From an optimization exercise on the open Yosys and OpenROAD flow, aimed at small area; shortcuts taken in it are not production practice. The RTL was checked by simulation tests, not by an equivalence proof against the original design. Power and IR drop assume default switching activity.

## digital_top
module digital_top(
  input wire reset_n,
  input wire clk,
  input  wire       reg_req,
  input  wire       reg_wr1rd0,
  input  wire [7:0] reg_address,
  input  wire [7:0] reg_wr_data,
  output wire [7:0] reg_rd_data,
  output logic      adc_convert,     
  input  logic      adc_ready,
  input  logic[7:0] adc_q,           
  output wire [7:0] adc_filtered,
  output wire       filtered_ready
);
  wire signed  [7:0] O_coef0;
  wire signed  [7:0] O_coef1;
  wire signed  [7:0] O_coef2;
  wire signed  [7:0] O_div;
  wire   [1:0] O_decimation_ratio;
  wire   conv_en, cic_en, fir_en;
  reg_block u_regs(.rst_n(reset_n), .clk(clk),
                   .req(reg_req), .wr_en(reg_wr1rd0), .addr(reg_address), .wr_data(reg_wr_data), .rd_data(reg_rd_data),
                   .O_coef0(O_coef0), .O_coef1(O_coef1), .O_coef2(O_coef2), .O_coef_div(O_div),
                   .O_decimation_ratio(O_decimation_ratio), .O_conv_en(conv_en),
                   .I_adc_data(adc_filtered)
  ...
Size: roughly 160 flip-flops, about 47 I/O pins, about 13000 sq um of cells after synthesis.
export LEC_CHECK = 0
export CAP_MARGIN = 20
export CORE_MARGIN = 2
export CORE_UTILIZATION = 65
export CTS_BUF_LIST = sky130_fd_sc_hd__clkbuf_8
export GPL_TIMING_DRIVEN = 0
export SLEW_MARGIN = 20
export SYNTH_HIERARCHICAL = 1
create_clock -name core_clock -period 8.0 [get_ports {clk}]
run.sh (not shown) runs the stock make flow with config.mk's settings and CLKGATE_MAP_FILE= SYNTH_SCRIPT=/design/flow/synth_recipe.tcl, a recipe that flattens the netlist after the stock synthesis.
The starting point finished with timing, DRC and antenna clean.
Edit:
==> flow/flow/run.sh (new file) <==
#!/bin/bash
here=$(pwd)
bash standard.sh \
  "CTS_ARGS=-sink_clustering_enable -repair_clock_nets -buf_list sky130_fd_sc_hd__clkbuf_8 -dont_use_dummy_load" \
  "RECOVER_POWER=100" \
  "BUFFER_PORTS_ARGS=-buffer_cell sky130_fd_sc_hd__buf_1" \
  "POST_GLOBAL_ROUTE_TCL=$here/flow/post_grt.tcl" \
  finish > make.log 2>&1
==> flow/flow/post_grt.tcl (new file) <==
# Sourced at the end of ORFS's global route step, after its power recovery
# (RECOVER_POWER, which downsizes gates off the critical paths): repair the
# slews and capacitances that downsizing broke, then legalize and re-route
# the nets that changed.
log_cmd global_route -start_incremental
repair_design_helper
log_cmd detailed_placement
log_cmd global_route -end_incremental \
  -congestion_report_file $::env(REPORTS_DIR)/congestion_post_bench_repair.rpt
log_cmd estimate_parasitics -global_routing
log_cmd global_route -start_incremental
repair_timing_helper -setup
log_cmd detailed_placement
log_cmd global_route -end_incremental \
  -congestion_report_file $::env(REPORTS_DIR)/congestion_post_bench_timing.rpt
log_cmd estimate_parasitics -global_routing
report_tns
report_wns
==> flow/standard.sh (new file) <==
#!/bin/bash
# synth_recipe.tcl (not shown) runs the flow's synth.tcl, then flattens the netlist and writes it again
# the make line also repeats each setting of config.mk as NAME=value (left out here)
make -C /OpenROAD-flow-scripts/flow DESIGN_CONFIG=/design/flow/config.mk WORK_HOME=/design/flow/orfs CLKGATE_MAP_FILE= SYNTH_SCRIPT=/design/flow/synth_recipe.tcl "${@:-finish}"
- CORE_UTILIZATION: 65 -> 40
removed: flow/run.sh
=>
- area after synthesis is unchanged
- power goes down by 9.3%
- global-route usage goes down by 12 points
- wire length goes up by 1.0%
- non-clock buffer count goes up by 2
- via count goes down by 2.3%


Starting RTL as in the previous note.
export LEC_CHECK = 0
export CAP_MARGIN = 20
export CORE_MARGIN = 2
export CORE_UTILIZATION = 40
export CTS_BUF_LIST = sky130_fd_sc_hd__clkbuf_8
export GPL_TIMING_DRIVEN = 0
export SLEW_MARGIN = 20
export SYNTH_HIERARCHICAL = 1
create_clock -name core_clock -period 8.0 [get_ports {clk}]
standard.sh (not shown) runs the stock make flow with config.mk's settings and CLKGATE_MAP_FILE= SYNTH_SCRIPT=/design/flow/synth_recipe.tcl, a recipe that flattens the netlist after the stock synthesis.
==> flow/flow/run.sh <==
#!/bin/bash
here=$(pwd)
bash standard.sh \
  "CTS_ARGS=-sink_clustering_enable -repair_clock_nets -buf_list sky130_fd_sc_hd__clkbuf_8 -dont_use_dummy_load -sink_clustering_size 30 -sink_clustering_max_diameter 80" \
  "RECOVER_POWER=100" \
  "BUFFER_PORTS_ARGS=-buffer_cell sky130_fd_sc_hd__buf_1" \
  "POST_GLOBAL_ROUTE_TCL=$here/flow/post_grt.tcl" \
  finish > make.log 2>&1
==> flow/flow/post_grt.tcl <==
# Sourced at the end of ORFS's global route step, after its power recovery
# (RECOVER_POWER, which downsizes gates off the critical paths): repair the
# slews and capacitances that downsizing broke, then legalize and re-route
# the nets that changed.
log_cmd global_route -start_incremental
repair_design_helper
log_cmd detailed_placement
log_cmd global_route -end_incremental \
  -congestion_report_file $::env(REPORTS_DIR)/congestion_post_bench_repair.rpt
log_cmd estimate_parasitics -global_routing
log_cmd global_route -start_incremental
repair_timing_helper -setup
log_cmd detailed_placement
log_cmd global_route -end_incremental \
  -congestion_report_file $::env(REPORTS_DIR)/congestion_post_bench_timing.rpt
log_cmd estimate_parasitics -global_routing
report_tns
report_wns
Change:
==> flow/run.sh (new file) <==
#!/bin/bash
# synth_recipe.tcl (not shown) runs the flow's synth.tcl, then flattens the netlist and writes it again
# the make line also repeats each setting of config.mk as NAME=value (left out here)
make -C /OpenROAD-flow-scripts/flow DESIGN_CONFIG=/design/flow/config.mk WORK_HOME=/design/flow/orfs CLKGATE_MAP_FILE= SYNTH_SCRIPT=/design/flow/synth_recipe.tcl finish
removed: flow/flow/run.sh
removed: flow/flow/post_grt.tcl
removed: flow/standard.sh
After rerunning: Clock-buffer cell count rises by 1; wire length rises by about 2%; non-clock buffer count falls by 1; clock power rises by about 40%; combinational power rises by 15%; final area rises by about 4%; synthesized area does not change; via count rises by 1.1%.
Change:
==> flow/flow/run.sh (new file) <==
#!/bin/bash
here=$(pwd)
bash standard.sh \
  "CTS_ARGS=-sink_clustering_enable -repair_clock_nets -buf_list sky130_fd_sc_hd__clkbuf_8 -dont_use_dummy_load" \
  "RECOVER_POWER=100" \
  "POST_GLOBAL_ROUTE_TCL=$here/flow/post_grt.tcl" \
  finish > make.log 2>&1
==> flow/flow/post_grt.tcl (new file) <==
# Sourced at the end of ORFS's global route step, after its power recovery
# (RECOVER_POWER, which downsizes gates off the critical paths): repair the
# slews and capacitances that downsizing broke, then legalize and re-route
# the nets that changed.
log_cmd global_route -start_incremental
repair_design_helper
log_cmd detailed_placement
log_cmd global_route -end_incremental \
  -congestion_report_file $::env(REPORTS_DIR)/congestion_post_bench_repair.rpt
log_cmd estimate_parasitics -global_routing
log_cmd global_route -start_incremental
repair_timing_helper -setup
log_cmd detailed_placement
log_cmd global_route -end_incremental \
  -congestion_report_file $::env(REPORTS_DIR)/congestion_post_bench_timing.rpt
log_cmd estimate_parasitics -global_routing
report_tns
report_wns
==> flow/standard.sh (new file) <==
#!/bin/bash
# synth_recipe.tcl (not shown) runs the flow's synth.tcl, then flattens the netlist and writes it again
# the make line also repeats each setting of config.mk as NAME=value (left out here)
make -C /OpenROAD-flow-scripts/flow DESIGN_CONFIG=/design/flow/config.mk WORK_HOME=/design/flow/orfs CLKGATE_MAP_FILE= SYNTH_SCRIPT=/design/flow/synth_recipe.tcl "${@:-finish}"
removed: flow/run.sh
Effect:
- The new run completed without violations
- non-clock buffer count rises by 2
- design area shrinks by about 1.4%
- area after synthesis is unchanged
- via count shrinks by about 0.6%
- worst setup slack loses 0.0068 ns
- clock skew rose by 0.025 ns
- flip-flop and latch count stays the same
- first-iteration DRC count drops by 5.7%
- fmax is about the same
- critical path depth stays the same

re-timing with driven ports:
The results above use ideal ports. As a check the final layouts listed here were re-extracted and re-timed, cells and wires unchanged.
Step 1 (the two cells are an assumption about what drives the block):
set clk [get_ports {clk}]
set_driving_cell -lib_cell sky130_fd_sc_hd__clkbuf_16 $clk
set_driving_cell -lib_cell sky130_fd_sc_hd__buf_2 [delete_from_list [all_inputs] $clk]
Step 2 moves the port delays by t, midway between the first and last clock arrival at a register: inputs arrive t later, outputs are due t later. That takes back most of the time a late clock gives input paths.
Slacks: ideal ports / drivers / drivers and shift; pairs: ideal ports / drivers.
| run | t, ns | slack for setup (ns) | latest minus earliest clock arrival (ns) | slew at the worst register clock pin (ns) | worst slew at a driven data input, ns |
|---|---|---|---|---|---|
| the first run of note 1 | 0.497 | 0.175 / 0.192 / -0.303 | 0.028 / 0.027 | 0.11 / 0.11 | 0.06 |
| the second run of note 1 | 0.485 | 0.180 / 0.203 / -0.282 | 0.052 / 0.052 | 0.12 / 0.12 | 0.05 |
| the first run of note 2 | 0.485 | 0.180 / 0.203 / -0.282 | 0.052 / 0.052 | 0.12 / 0.12 | 0.05 |
| the second run of note 2 | 0.502 | 0.149 / 0.161 / -0.341 | 0.018 / 0.018 | 0.11 / 0.11 | 0.05 |
| the third run of note 2 | 0.481 | 0.142 / 0.157 / -0.324 | 0.042 / 0.042 | 0.10 / 0.10 | 0.05 |
Met with ideal ports but missed after step 2: setup timing in every run listed. For the second run of note 2, which loses most, drivers alone change the setup slack by +0.012 ns; drivers and shift together by -0.490 ns.
